This design comes from an exercise in tuning for small area, a short achievable clock period and few clock cycles per item on the open sky130 flow, not from production work. RTL that was checked went through simulation tests only; none was proved equivalent to the original.

==> run M <==
## fpm
module fpm(
  input clk,
  input rst,
  input [31:0] number_in,
  input number_a_valid,
  output number_a_ready,
  input number_b_valid,
  output number_b_ready,
  output [31:0] number_out,
  output result_valid
);
  reg phase;             
  reg nrm_b;             
  reg vx, vy, vz, vw;    
  reg slow;              
  reg rv;
  reg ar_q, br_q;        
  reg [31:0] ra, rb;
  reg        hb;         
  reg [4:0]  k;          
  reg [12:0] mm;         
  reg [36:0] tsn, tcn;   
  reg        c13, stlo;  
  reg [9:0]  s1_e;       
  reg        s1_s, s1_nan, s1_inf, s1_zero, s1_slow;
  reg [25:0] sig;        
  reg [9:0]  e;          
  reg        le0;        
  reg        s2_s, s2_nan, s2_inf, s2_zero;
  reg [31:0] out;
  wire [7:0] ea = ra[30:23];
  wire [7:0] eb = rb[30:23];
  wire ha = |ea;
  wire hb_e = |eb;
  wire [23:0] ma = {ha, ra[22:0]};
  wire [23:0] mb = {hb, rb[22:0]};
  wire fa0 = ~|ra[22:0];
  wire fb0 = ~|rb[22:0];
  wire a_zero = ~ha & fa0;
  wire b_zero = ~hb_e & fb0;
  wire a_max = &ea;
  ...
clock: 9.0 ns
lec_check: 0
cap_margin: 20
core_margin: 2
core_utilization: 40
setup_slack_margin: 5
slew_margin: 20
synth_hierarchical: 1
standard.sh (not shown) runs the stock make flow with config.mk's settings and CLKGATE_MAP_FILE= SYNTH_SCRIPT=/design/flow/synth_recipe.tcl, a recipe that flattens the netlist after the stock synthesis.
==> flow/flow/run.sh <==
#!/bin/bash
set -euo pipefail
bash standard.sh SETUP_SLACK_MARGIN=5.5 BUFFER_PORTS_ARGS=-buffer_cell\ sky130_fd_sc_hd__buf_1 CTS_ARGS=-sink_clustering_enable\ -repair_clock_nets\ -dont_use_dummy_load\ -buf_list\ sky130_fd_sc_hd__clkbuf_16\ -sink_clustering_size\ 30\ -sink_clustering_max_diameter\ 70 finish > standard.log 2>&1
==> inputs of run F, as changes to run M <==
--- a/flow/design.v
+++ b/flow/design.v
@@ -9,11 +9,11 @@
   output number_b_ready,
   output [31:0] number_out,
   output result_valid
 );
   reg phase;             
-  reg nrm_b;             
+  reg nrm_a, nrm_b;      
   reg vx, vy, vz, vw;    
   reg slow;              
   reg rv;
   reg ar_q, br_q;        
   reg [31:0] ra, rb;
@@ -21,11 +21,11 @@
   reg [4:0]  k;          
   reg [12:0] mm;         
   reg [36:0] tsn, tcn;   
   reg        c13, stlo;  
   reg [9:0]  s1_e;       
-  reg        s1_s, s1_nan, s1_inf, s1_zero, s1_slow;
+  reg        s1_s, s1_nan, s1_inf, s1_zero;
   reg [25:0] sig;        
   reg [9:0]  e;          
   reg        le0;        
   reg        s2_s, s2_nan, s2_inf, s2_zero;
   reg [31:0] out;
@@ -51,20 +51,19 @@
   wire in_spec = (~|ein & in_f0) | &ein;
   wire a_sub = ~ha & ~fa0;
   wire a_spec = a_zero | a_max;
   wire go_a = a_sub & ~in_sub & ~in_spec;
   wire go_b = in_sub & ~a_sub & ~a_spec;
-  wire normalising = nrm_b;
+  wire normalising = nrm_a | nrm_b;
   wire vx_next;
   wire a_fire = number_a_valid & ar_q;
   wire b_fire = number_b_valid & br_q;
-  wire swap = b_fire & a_sub;
   assign number_a_ready = ar_q;
   assign number_b_ready = br_q;
   assign result_valid = rv;
   assign number_out = out;
-  assign vx_next = rst & ((b_fire & ~go_a & ~go_b) | (nrm_b & rb[22]));
+  assign vx_next = rst & ((b_fire & ~go_a & ~go_b) | (nrm_a & ra[22]) | (nrm_b & rb[22]));
   wire [23:0] acc_s = ~tsn[36:13] & {24{~vx}};
   wire [23:0] acc_c = ~tcn[36:13] & {24{~vx}};
   wire [36:0] tree_sn, tree_cn;
   wire t1 = ~(mb[0] & mm[0]);
   wire t2 = ~(acc_s[0]);
@@ -1114,11 +1113,12 @@
   wire [31:0] res_w = s2_nan  ? {s2_s, 31'h7fc00000} :
                       s2_zero ? {s2_s, 31'd0} :
                       (s2_inf | ovf) ? {s2_s, 8'hff, 23'd0} :
                       {s2_s, fe_r[7:0], mant_r};
   wire phase_n = a_fire | (phase & ~b_fire);
-  wire nrm_b_n = b_fire ? (go_a | go_b) : (nrm_b & ~rb[22]);
+  wire nrm_a_n = b_fire ? go_a : (nrm_a & ~ra[22]);
+  wire nrm_b_n = b_fire ? go_b : (nrm_b & ~rb[22]);
   wire [7:0] ea1 = ea | {7'd0, ~ha};
   wire [7:0] eb1 = eb | {7'd0, ~hb_e};
   wire [7:0] es_c;
   assign es_c[0] = 1'b0;
   generate
@@ -1127,23 +1127,23 @@
     end
   endgenerate
   wire slow_set = vx & ((k != 5'd0) | (~ea1[7] & ~eb1[7] & ~es_c[7]));
   wire slow_n = slow_set | (slow & ~(vw & ~busy & ~vx & ~vy & ~vz & ~normalising));
   always @(posedge clk) begin
-    if (ar_q | swap)
+    if (ar_q)
       ra <= number_in;
-    if (swap)
-      rb <= ra;
-    else if (phase)
+    else if (nrm_a) begin
+      ra[22:0] <= {ra[21:0], 1'b0};
+      if (ra[22]) ra[30:23] <= 8'd1;
+    end
+    if (phase)
       rb <= number_in;
     else if (nrm_b) begin
       rb[22:0] <= {rb[21:0], 1'b0};
       if (rb[22]) rb[30:23] <= 8'd1;
     end
-    if (swap)
-      hb <= 1'b0;
-    else if (phase)
+    if (phase)
       hb <= |ein;
     else if (nrm_b & rb[22])
       hb <= 1'b1;
     if (phase)
       k <= 5'd0;
@@ -1160,10 +1160,12 @@
     tcn <= tree_cn;
     c13 <= lo_c[13];
     stlo <= lo_nz;
     if (vx)
       mm <= {2'b00, ma[23:13]};
+    else if (nrm_a)
+      mm <= {ra[11:0], 1'b0};
     else
       mm <= ra[12:0];
     if (!busy) begin
       sig <= sig_z;
       e <= e_z;
@@ -1178,10 +1180,11 @@
     s2_inf <= s1_inf & ~busy;
     s2_zero <= s1_zero & ~busy;
     out <= res_w;
     if (rst == 0) begin
       phase <= 1'b0;
+      nrm_a <= 1'b0;
       nrm_b <= 1'b0;
       vx <= 1'b0;
       vy <= 1'b0;
       vz <= 1'b0;
       vw <= 1'b0;
@@ -1189,18 +1192,19 @@
       rv <= 1'b0;
       ar_q <= 1'b1;      
       br_q <= 1'b0;
     end else begin
       phase <= phase_n;
+      nrm_a <= nrm_a_n;
       nrm_b <= nrm_b_n;
       vx <= vx_next;
       vy <= vx;
       vz <= vy;
       vw <= vz | busy;
       rv <= vw & ~busy;
       slow <= slow_n;
-      ar_q <= ~phase_n & ~nrm_b_n;
+      ar_q <= ~phase_n & ~nrm_a_n & ~nrm_b_n;
       br_q <= phase_n & ~slow_n;
     end
   end
 endmodule
 module fpm_fa(input a, input b, input c, output s, output co);
==> inputs of run H, as changes to run M <==
--- a/flow/design.v
+++ b/flow/design.v
@@ -9,11 +9,11 @@
   output number_b_ready,
   output [31:0] number_out,
   output result_valid
 );
   reg phase;             
-  reg nrm_b;             
+  reg nrm_a, nrm_b;      
   reg vx, vy, vz, vw;    
   reg slow;              
   reg rv;
   reg ar_q, br_q;        
   reg [31:0] ra, rb;
@@ -21,11 +21,11 @@
   reg [4:0]  k;          
   reg [12:0] mm;         
   reg [36:0] tsn, tcn;   
   reg        c13, stlo;  
   reg [9:0]  s1_e;       
-  reg        s1_s, s1_nan, s1_inf, s1_zero, s1_slow;
+  reg        s1_s, s1_nan, s1_inf, s1_zero;
   reg [25:0] sig;        
   reg [9:0]  e;          
   reg        le0;        
   reg        s2_s, s2_nan, s2_inf, s2_zero;
   reg [31:0] out;
@@ -51,20 +51,19 @@
   wire in_spec = (~|ein & in_f0) | &ein;
   wire a_sub = ~ha & ~fa0;
   wire a_spec = a_zero | a_max;
   wire go_a = a_sub & ~in_sub & ~in_spec;
   wire go_b = in_sub & ~a_sub & ~a_spec;
-  wire normalising = nrm_b;
+  wire normalising = nrm_a | nrm_b;
   wire vx_next;
   wire a_fire = number_a_valid & ar_q;
   wire b_fire = number_b_valid & br_q;
-  wire swap = b_fire & a_sub;
   assign number_a_ready = ar_q;
   assign number_b_ready = br_q;
   assign result_valid = rv;
   assign number_out = out;
-  assign vx_next = rst & ((b_fire & ~go_a & ~go_b) | (nrm_b & rb[22]));
+  assign vx_next = rst & ((b_fire & ~go_a & ~go_b) | (nrm_a & ra[22]) | (nrm_b & rb[22]));
   wire [23:0] acc_s = ~tsn[36:13] & {24{~vx}};
   wire [23:0] acc_c = ~tcn[36:13] & {24{~vx}};
   wire [36:0] tree_sn, tree_cn;
   wire t1 = ~(mb[0] & mm[0]);
   wire t2 = ~(acc_s[0]);
@@ -1114,11 +1113,12 @@
   wire [31:0] res_w = s2_nan  ? {s2_s, 31'h7fc00000} :
                       s2_zero ? {s2_s, 31'd0} :
                       (s2_inf | ovf) ? {s2_s, 8'hff, 23'd0} :
                       {s2_s, fe_r[7:0], mant_r};
   wire phase_n = a_fire | (phase & ~b_fire);
-  wire nrm_b_n = b_fire ? (go_a | go_b) : (nrm_b & ~rb[22]);
+  wire nrm_a_n = b_fire ? go_a : (nrm_a & ~ra[22]);
+  wire nrm_b_n = b_fire ? go_b : (nrm_b & ~rb[22]);
   wire [7:0] ea1 = ea | {7'd0, ~ha};
   wire [7:0] eb1 = eb | {7'd0, ~hb_e};
   wire [7:0] es_c;
   assign es_c[0] = 1'b0;
   generate
@@ -1127,23 +1127,23 @@
     end
   endgenerate
   wire slow_set = vx & ((k != 5'd0) | (~ea1[7] & ~eb1[7] & ~es_c[7]));
   wire slow_n = slow_set | (slow & ~(vw & ~busy & ~vx & ~vy & ~vz & ~normalising));
   always @(posedge clk) begin
-    if (ar_q | swap)
+    if (ar_q)
       ra <= number_in;
-    if (swap)
-      rb <= ra;
-    else if (phase)
+    else if (nrm_a) begin
+      ra[22:0] <= {ra[21:0], 1'b0};
+      if (ra[22]) ra[30:23] <= 8'd1;
+    end
+    if (phase)
       rb <= number_in;
     else if (nrm_b) begin
       rb[22:0] <= {rb[21:0], 1'b0};
       if (rb[22]) rb[30:23] <= 8'd1;
     end
-    if (swap)
-      hb <= 1'b0;
-    else if (phase)
+    if (phase)
       hb <= |ein;
     else if (nrm_b & rb[22])
       hb <= 1'b1;
     if (phase)
       k <= 5'd0;
@@ -1160,10 +1160,12 @@
     tcn <= tree_cn;
     c13 <= lo_c[13];
     stlo <= lo_nz;
     if (vx)
       mm <= {2'b00, ma[23:13]};
+    else if (nrm_a)
+      mm <= {ra[11:0], 1'b0};
     else
       mm <= ra[12:0];
     if (!busy) begin
       sig <= sig_z;
       e <= e_z;
@@ -1178,10 +1180,11 @@
     s2_inf <= s1_inf & ~busy;
     s2_zero <= s1_zero & ~busy;
     out <= res_w;
     if (rst == 0) begin
       phase <= 1'b0;
+      nrm_a <= 1'b0;
       nrm_b <= 1'b0;
       vx <= 1'b0;
       vy <= 1'b0;
       vz <= 1'b0;
       vw <= 1'b0;
@@ -1189,18 +1192,19 @@
       rv <= 1'b0;
       ar_q <= 1'b1;      
       br_q <= 1'b0;
     end else begin
       phase <= phase_n;
+      nrm_a <= nrm_a_n;
       nrm_b <= nrm_b_n;
       vx <= vx_next;
       vy <= vx;
       vz <= vy;
       vw <= vz | busy;
       rv <= vw & ~busy;
       slow <= slow_n;
-      ar_q <= ~phase_n & ~nrm_b_n;
+      ar_q <= ~phase_n & ~nrm_a_n & ~nrm_b_n;
       br_q <= phase_n & ~slow_n;
     end
   end
 endmodule
 module fpm_fa(input a, input b, input c, output s, output co);
CORE_UTILIZATION = 55   (was 40)
==> qor summary <==
Status: run M no timing/DRC/antenna violations; run H no timing/DRC/antenna violations; run F no timing/DRC/antenna violations
CTS-repair resized insts: run M 11; run H 11; run F 8
Post-synth EDFFs: run M 79; run H 80; run F 80
Highest clock frequency the design can meet: run M 288 MHz; run H 292 MHz; run F 292 MHz
Tap cells: run M 615; run H 455; run F 615
Die extent in x: run M 223 um; run H 192 um; run F 224 um
Effective utilization at floorplan: run M 40.4%; run H 56.1%; run F 40.6%
Routed met1 length: run M 23,000 um; run H 22,200 um; run F 22,300 um
Fraction of area in multi-input gates: run M 58.9%; run H 59.8%; run F 59.1%
Worst-case headroom to the max-slew limit: run M 33.6%; run H 39.6%; run F 36.0%
Syn Inst Count: run M 1,878; run H 1,845; run F 1,845
Timing startpoint of the critical path: run M mm[3]$_DFF_P_; run H mm[6]$_DFF_P_; run F mm[5]$_DFF_P_
Vertical extent of the die: run M 223 um; run H 192 um; run F 224 um
Filler-free cell count of the finished design: run M 2,591; run H 2,407; run F 2,567
Setup Slack @ Placement: run M 4.63 ns; run H 4.93 ns; run F 5.00 ns
Detailed placement HPWL: run M 38,300 um; run H 36,800 um; run F 37,500 um
Area delta synth->final: run M 13.2%; run H 11.6%; run F 12.9%
Post-detailed-route wirelength per cell: run M 21.4 um; run H 22.0 um; run F 20.9 um
Clock edge transition at the registers on the reported setup and hold paths: run M 0.08 ns; run H 0.07 ns; run F 0.08 ns
Syn Std Cell Area: run M 0.0193 sq mm; run H 0.0194 sq mm; run F 0.0194 sq mm
Pin count of the biggest net entering global routing: run M 59; run H 48; run F 61
Layout inverter count without the clock tree: run M 92; run H 86; run F 86
Site Rows: run M 80; run H 68; run F 80
Testbench counts of run F, summed over its fixed seeds: cycles 6,440, items 3,200.
Testbench counts of run H, summed over its fixed seeds: cycles 6,440, items 3,200.
Function not checked in run M: the RTL went through the layout flow alone.


==> job 9356 <==
fpm, a different RTL version from the one above (not shown whole).
// fpm
module fpm(
  input clk,
  input rst,
  input [31:0] number_in,
  input number_a_valid,
  output number_a_ready,
  input number_b_valid,
  output number_b_ready,
  output [31:0] number_out,
  output result_valid
);
==> flow/config.mk <==
export PLATFORM = sky130hd
export DESIGN_NAME = fpm
export DESIGN_NICKNAME = fpm
export VERILOG_FILES = /design/flow/design.v
export SDC_FILE = /design/flow/constraint.sdc
export NUM_CORES = 4
export LEC_CHECK = 0
export CAP_MARGIN = 20
export CORE_MARGIN = 2
export CORE_UTILIZATION = 40
export SETUP_SLACK_MARGIN = 5
export SLEW_MARGIN = 20
export SYNTH_HIERARCHICAL = 1
==> flow/constraint.sdc <==
create_clock -name core_clock -period 9.0 [get_ports {clk}]
set_input_delay 1.8000 -clock core_clock [delete_from_list [all_inputs] [get_ports {clk}]]
set_output_delay 1.8000 -clock core_clock [all_outputs]
set_load 0.01 [all_outputs]
==> flow/flow/run.sh <==
#!/bin/bash
set -euo pipefail
bash standard.sh SETUP_SLACK_MARGIN=5.5 BUFFER_PORTS_ARGS=-buffer_cell\ sky130_fd_sc_hd__buf_2 CTS_ARGS=-sink_clustering_enable\ -repair_clock_nets\ -dont_use_dummy_load\ -buf_list\ sky130_fd_sc_hd__clkbuf_8\ -sink_clustering_size\ 25 finish > standard.log 2>&1
==> inputs of job 622, as changes to job 9356 <==
--- a/flow/design.v
+++ b/flow/design.v
@@ -9,17 +9,18 @@
   output number_b_ready,
   output [31:0] number_out,
   output result_valid
 );
   reg phase;             
-  reg nrm_a;             
+  reg nrm_a, nrm_b;      
   reg vx, vy, vz, vw;    
   reg slow;              
   reg rv;
   reg ar_q, br_q;        
   reg [31:0] ra, rb;
   reg        hb;         
+  reg [23:0] mbq;        
   reg [4:0]  k;          
   reg [6:0]  bone, btwo, bneg;   
   reg [38:0] tsn, tcn;   
   reg        c13, stlo;  
   reg [9:0]  s1_e;       
@@ -32,11 +33,11 @@
   wire [7:0] ea = ra[30:23];
   wire [7:0] eb = rb[30:23];
   wire ha = |ea;
   wire hb_e = |eb;
   wire [23:0] ma = {ha, ra[22:0]};
-  wire [23:0] mb = {hb, rb[22:0]};
+  wire [23:0] mb = mbq;
   wire fa0 = ~|ra[22:0];
   wire fb0 = ~|rb[22:0];
   wire a_zero = ~ha & fa0;
   wire b_zero = ~hb_e & fb0;
   wire a_max = &ea;
@@ -51,20 +52,24 @@
   wire in_spec = (~|ein & in_f0) | &ein;
   wire a_sub = ~ha & ~fa0;
   wire a_spec = a_zero | a_max;
   wire go_a = a_sub & ~in_sub & ~in_spec;
   wire go_b = in_sub & ~a_sub & ~a_spec;
-  wire normalising = nrm_a;
+  wire normalising = nrm_a | nrm_b;
   wire vx_next;
   wire a_fire = number_a_valid & ar_q;
   wire b_fire = number_b_valid & br_q;
-  wire swap = b_fire & go_b;
   assign number_a_ready = ar_q;
   assign number_b_ready = br_q;
   assign result_valid = rv;
   assign number_out = out;
-  assign vx_next = rst & ((b_fire & ~go_a & ~go_b) | (nrm_a & ra[22]));
+  assign vx_next = rst & ((b_fire & ~go_a & ~go_b) | (nrm_a & ra[22]) | (nrm_b & rb[22]));
+  wire        hb_n = phase ? |ein : (hb | (nrm_b & rb[22]));
+  wire        mb_keep = vx | nrm_a | nrm_b;
+  wire [23:0] mb_n = phase ? {hb_n, number_in[22:0]} :
+                     nrm_b ? {hb_n, rb[21:0], 1'b0} :
+                     {hb, rb[22:0]} & {24{mb_keep}};
   wire [12:0] m_n = vx ? {2'b00, ma[23:13]} : (nrm_a ? {ra[11:0], 1'b0} : ra[12:0]);
   wire [14:0] m_x = {1'b0, m_n, 1'b0};
   wire [6:0] b_one, b_two, b_neg;
   genvar gi;
   generate
@@ -700,29 +705,28 @@
   wire [31:0] res_w = s2_nan  ? {s2_s, 31'h7fc00000} :
                       s2_zero ? {s2_s, 31'd0} :
                       (s2_inf | ovf) ? {s2_s, 8'hff, 23'd0} :
                       {s2_s, rnd[30:0]};
   wire phase_n = a_fire | (phase & ~b_fire);
-  wire nrm_a_n = b_fire ? (go_a | go_b) : (nrm_a & ~ra[22]);
+  wire nrm_a_n = b_fire ? go_a : (nrm_a & ~ra[22]);
+  wire nrm_b_n = b_fire ? go_b : (nrm_b & ~rb[22]);
   wire [8:0] esum = {1'b0, ea | {7'd0, ~ha}} + {1'b0, eb | {7'd0, ~hb_e}};
   wire slow_set = vx & ((k != 5'd0) | (esum <= 9'd127));
   wire slow_n = slow_set | (slow & ~(vw & ~busy & ~vx & ~vy & ~vz & ~normalising));
   always @(posedge clk) begin
-    if (ar_q | swap)
+    if (ar_q)
       ra <= number_in;
     else if (nrm_a) begin
       ra[22:0] <= {ra[21:0], 1'b0};
       if (ra[22]) ra[30:23] <= 8'd1;
     end
-    if (swap)
-      rb <= ra;
-    else if (phase)
+    if (phase)
       rb <= number_in;
-    if (swap)
-      hb <= 1'b1;
-    else if (phase)
-      hb <= |ein;
+    else if (nrm_b) begin
+      rb[22:0] <= {rb[21:0], 1'b0};
+      if (rb[22]) rb[30:23] <= 8'd1;
+    end
     if (phase)
       k <= 5'd0;
     else if (normalising)
       k <= k + 5'd1;
     if (vx) begin
@@ -737,10 +741,12 @@
     c13 <= lo[13];
     stlo <= |lo[12:0];
     bone <= b_one;
     btwo <= b_two;
     bneg <= b_neg;
+    mbq <= mb_n;
+    hb <= hb_n;
     if (!busy) begin
       sig <= sig_z;
       e <= e_z;
       le0 <= le0_z;
       s2_s <= s1_s;
@@ -754,10 +760,11 @@
     s2_zero <= s1_zero & ~busy;
     out <= res_w;
     if (rst == 0) begin
       phase <= 1'b0;
       nrm_a <= 1'b0;
+      nrm_b <= 1'b0;
       vx <= 1'b0;
       vy <= 1'b0;
       vz <= 1'b0;
       vw <= 1'b0;
       slow <= 1'b0;
@@ -765,17 +772,18 @@
       ar_q <= 1'b1;      
       br_q <= 1'b0;
     end else begin
       phase <= phase_n;
       nrm_a <= nrm_a_n;
+      nrm_b <= nrm_b_n;
       vx <= vx_next;
       vy <= vx;
       vz <= vy;
       vw <= vz | busy;
       rv <= vw & ~busy;
       slow <= slow_n;
-      ar_q <= ~phase_n & ~nrm_a_n;
+      ar_q <= ~phase_n & ~nrm_a_n & ~nrm_b_n;
       br_q <= phase_n & ~slow_n;
     end
   end
 endmodule
 module fpm_fa(input a, input b, input c, output s, output co);
==> flow/flow/run.sh (replaced) <==
#!/bin/bash
set -euo pipefail
bash standard.sh SETUP_SLACK_MARGIN=5.75 BUFFER_PORTS_ARGS=-buffer_cell\ sky130_fd_sc_hd__buf_2 CTS_ARGS=-sink_clustering_enable\ -repair_clock_nets\ -dont_use_dummy_load\ -buf_list\ sky130_fd_sc_hd__clkbuf_8\ -sink_clustering_size\ 25 finish > standard.log 2>&1
==> inputs of job 8507, as changes to job 9356 <==
--- a/flow/design.v
+++ b/flow/design.v
@@ -9,17 +9,18 @@
   output number_b_ready,
   output [31:0] number_out,
   output result_valid
 );
   reg phase;             
-  reg nrm_a;             
+  reg nrm_a, nrm_b;      
   reg vx, vy, vz, vw;    
   reg slow;              
   reg rv;
   reg ar_q, br_q;        
   reg [31:0] ra, rb;
   reg        hb;         
+  reg [23:0] mbq;        
   reg [4:0]  k;          
   reg [6:0]  bone, btwo, bneg;   
   reg [38:0] tsn, tcn;   
   reg        c13, stlo;  
   reg [9:0]  s1_e;       
@@ -32,11 +33,11 @@
   wire [7:0] ea = ra[30:23];
   wire [7:0] eb = rb[30:23];
   wire ha = |ea;
   wire hb_e = |eb;
   wire [23:0] ma = {ha, ra[22:0]};
-  wire [23:0] mb = {hb, rb[22:0]};
+  wire [23:0] mb = mbq;
   wire fa0 = ~|ra[22:0];
   wire fb0 = ~|rb[22:0];
   wire a_zero = ~ha & fa0;
   wire b_zero = ~hb_e & fb0;
   wire a_max = &ea;
@@ -51,20 +52,24 @@
   wire in_spec = (~|ein & in_f0) | &ein;
   wire a_sub = ~ha & ~fa0;
   wire a_spec = a_zero | a_max;
   wire go_a = a_sub & ~in_sub & ~in_spec;
   wire go_b = in_sub & ~a_sub & ~a_spec;
-  wire normalising = nrm_a;
+  wire normalising = nrm_a | nrm_b;
   wire vx_next;
   wire a_fire = number_a_valid & ar_q;
   wire b_fire = number_b_valid & br_q;
-  wire swap = b_fire & go_b;
   assign number_a_ready = ar_q;
   assign number_b_ready = br_q;
   assign result_valid = rv;
   assign number_out = out;
-  assign vx_next = rst & ((b_fire & ~go_a & ~go_b) | (nrm_a & ra[22]));
+  assign vx_next = rst & ((b_fire & ~go_a & ~go_b) | (nrm_a & ra[22]) | (nrm_b & rb[22]));
+  wire        hb_n = phase ? |ein : (hb | (nrm_b & rb[22]));
+  wire        mb_keep = vx | nrm_a | nrm_b;
+  wire [23:0] mb_n = phase ? {hb_n, number_in[22:0]} :
+                     nrm_b ? {hb_n, rb[21:0], 1'b0} :
+                     {hb, rb[22:0]} & {24{mb_keep}};
   wire [12:0] m_n = vx ? {2'b00, ma[23:13]} : (nrm_a ? {ra[11:0], 1'b0} : ra[12:0]);
   wire [14:0] m_x = {1'b0, m_n, 1'b0};
   wire [6:0] b_one, b_two, b_neg;
   genvar gi;
   generate
@@ -700,29 +705,28 @@
   wire [31:0] res_w = s2_nan  ? {s2_s, 31'h7fc00000} :
                       s2_zero ? {s2_s, 31'd0} :
                       (s2_inf | ovf) ? {s2_s, 8'hff, 23'd0} :
                       {s2_s, rnd[30:0]};
   wire phase_n = a_fire | (phase & ~b_fire);
-  wire nrm_a_n = b_fire ? (go_a | go_b) : (nrm_a & ~ra[22]);
+  wire nrm_a_n = b_fire ? go_a : (nrm_a & ~ra[22]);
+  wire nrm_b_n = b_fire ? go_b : (nrm_b & ~rb[22]);
   wire [8:0] esum = {1'b0, ea | {7'd0, ~ha}} + {1'b0, eb | {7'd0, ~hb_e}};
   wire slow_set = vx & ((k != 5'd0) | (esum <= 9'd127));
   wire slow_n = slow_set | (slow & ~(vw & ~busy & ~vx & ~vy & ~vz & ~normalising));
   always @(posedge clk) begin
-    if (ar_q | swap)
+    if (ar_q)
       ra <= number_in;
     else if (nrm_a) begin
       ra[22:0] <= {ra[21:0], 1'b0};
       if (ra[22]) ra[30:23] <= 8'd1;
     end
-    if (swap)
-      rb <= ra;
-    else if (phase)
+    if (phase)
       rb <= number_in;
-    if (swap)
-      hb <= 1'b1;
-    else if (phase)
-      hb <= |ein;
+    else if (nrm_b) begin
+      rb[22:0] <= {rb[21:0], 1'b0};
+      if (rb[22]) rb[30:23] <= 8'd1;
+    end
     if (phase)
       k <= 5'd0;
     else if (normalising)
       k <= k + 5'd1;
     if (vx) begin
@@ -737,10 +741,12 @@
     c13 <= lo[13];
     stlo <= |lo[12:0];
     bone <= b_one;
     btwo <= b_two;
     bneg <= b_neg;
+    mbq <= mb_n;
+    hb <= hb_n;
     if (!busy) begin
       sig <= sig_z;
       e <= e_z;
       le0 <= le0_z;
       s2_s <= s1_s;
@@ -754,10 +760,11 @@
     s2_zero <= s1_zero & ~busy;
     out <= res_w;
     if (rst == 0) begin
       phase <= 1'b0;
       nrm_a <= 1'b0;
+      nrm_b <= 1'b0;
       vx <= 1'b0;
       vy <= 1'b0;
       vz <= 1'b0;
       vw <= 1'b0;
       slow <= 1'b0;
@@ -765,17 +772,18 @@
       ar_q <= 1'b1;      
       br_q <= 1'b0;
     end else begin
       phase <= phase_n;
       nrm_a <= nrm_a_n;
+      nrm_b <= nrm_b_n;
       vx <= vx_next;
       vy <= vx;
       vz <= vy;
       vw <= vz | busy;
       rv <= vw & ~busy;
       slow <= slow_n;
-      ar_q <= ~phase_n & ~nrm_a_n;
+      ar_q <= ~phase_n & ~nrm_a_n & ~nrm_b_n;
       br_q <= phase_n & ~slow_n;
     end
   end
 endmodule
 module fpm_fa(input a, input b, input c, output s, output co);
==> impl_metrics.tcl <==
set metrics [dict create \
    clock_latency_ps 650 \
    outcome "no timing/DRC/antenna violations" \
    start_util_pct 40.4 \
    wl_met3_microns 3810 \
    tapCellCount 672 \
    die_y_microns 228 \
]
# the run above: job 9356

==> impl_metrics.tcl <==
set metrics [dict create \
    fin_setup_tns_ps 0 \
    outcome "no timing/DRC/antenna violations" \
    start_util_pct 40.5 \
    wl_met3_microns 3900 \
    muxShareOfSynthArea_pct 4.40 \
    clock_latency_ps 630 \
    tapCellCount 680 \
    die_y_microns 232 \
    routabilityCongestion 0.902 \
]
# the run above: job 8507

==> impl_metrics.tcl <==
set metrics [dict create \
    start_util_pct 40.5 \
    fin_setup_tns_ps 0 \
    wl_met3_microns 4550 \
    outcome "no timing/DRC/antenna violations" \
    met3_usage_pct 3.44 \
    fin_cells 2784 \
    tapCellCount 680 \
    clock_latency_ps 650 \
    die_y_microns 232 \
]
# the run above: job 622

No functional check of the RTL was part of any run of this note.

[what the ideal ports hide]
No port has a modelled driver above. Below, the same layouts with a new extraction and two added sets of constraints. Step 1 assumes that a clkbuf_16 drives the clock port and a buf_2 every other input. Step 2 times the ports against the registers' clock, not the clock port: input delays grow and output delays shrink by t, the midpoint of the rising clock arrivals with the driver on. Three values: no drivers, after step 1, after step 2; two values: the first two.
run	t (ns)	setup WS [ns]	hold slack, ns	worst setup path after step 2	worst slew at a driven data input, ns
run M	0.567	5.533 / 5.533 / 5.143	0.345 / 0.345 / 0.345	input to register	0.06
run F	0.583	5.580 / 5.580 / 5.471	0.350 / 0.350 / 0.350	input to register	0.04
run H	0.575	5.574 / 5.574 / 5.529	0.347 / 0.347 / 0.347	input to register	0.05
job 9356	0.655	5.573 / 5.573 / 5.004	0.349 / 0.349 / 0.349	input to register	0.04
job 622	0.654	5.699 / 5.699 / 5.482	0.348 / 0.348 / 0.348	input to register	0.04
job 8507	0.646	5.593 / 5.593 / 5.467	0.340 / 0.340 / 0.340	input to register	0.03
After both steps setup and hold are still met in every run listed. For job 9356, which loses most, drivers alone change the setup slack by 0.000 ns; drivers and shift together by -0.569 ns.
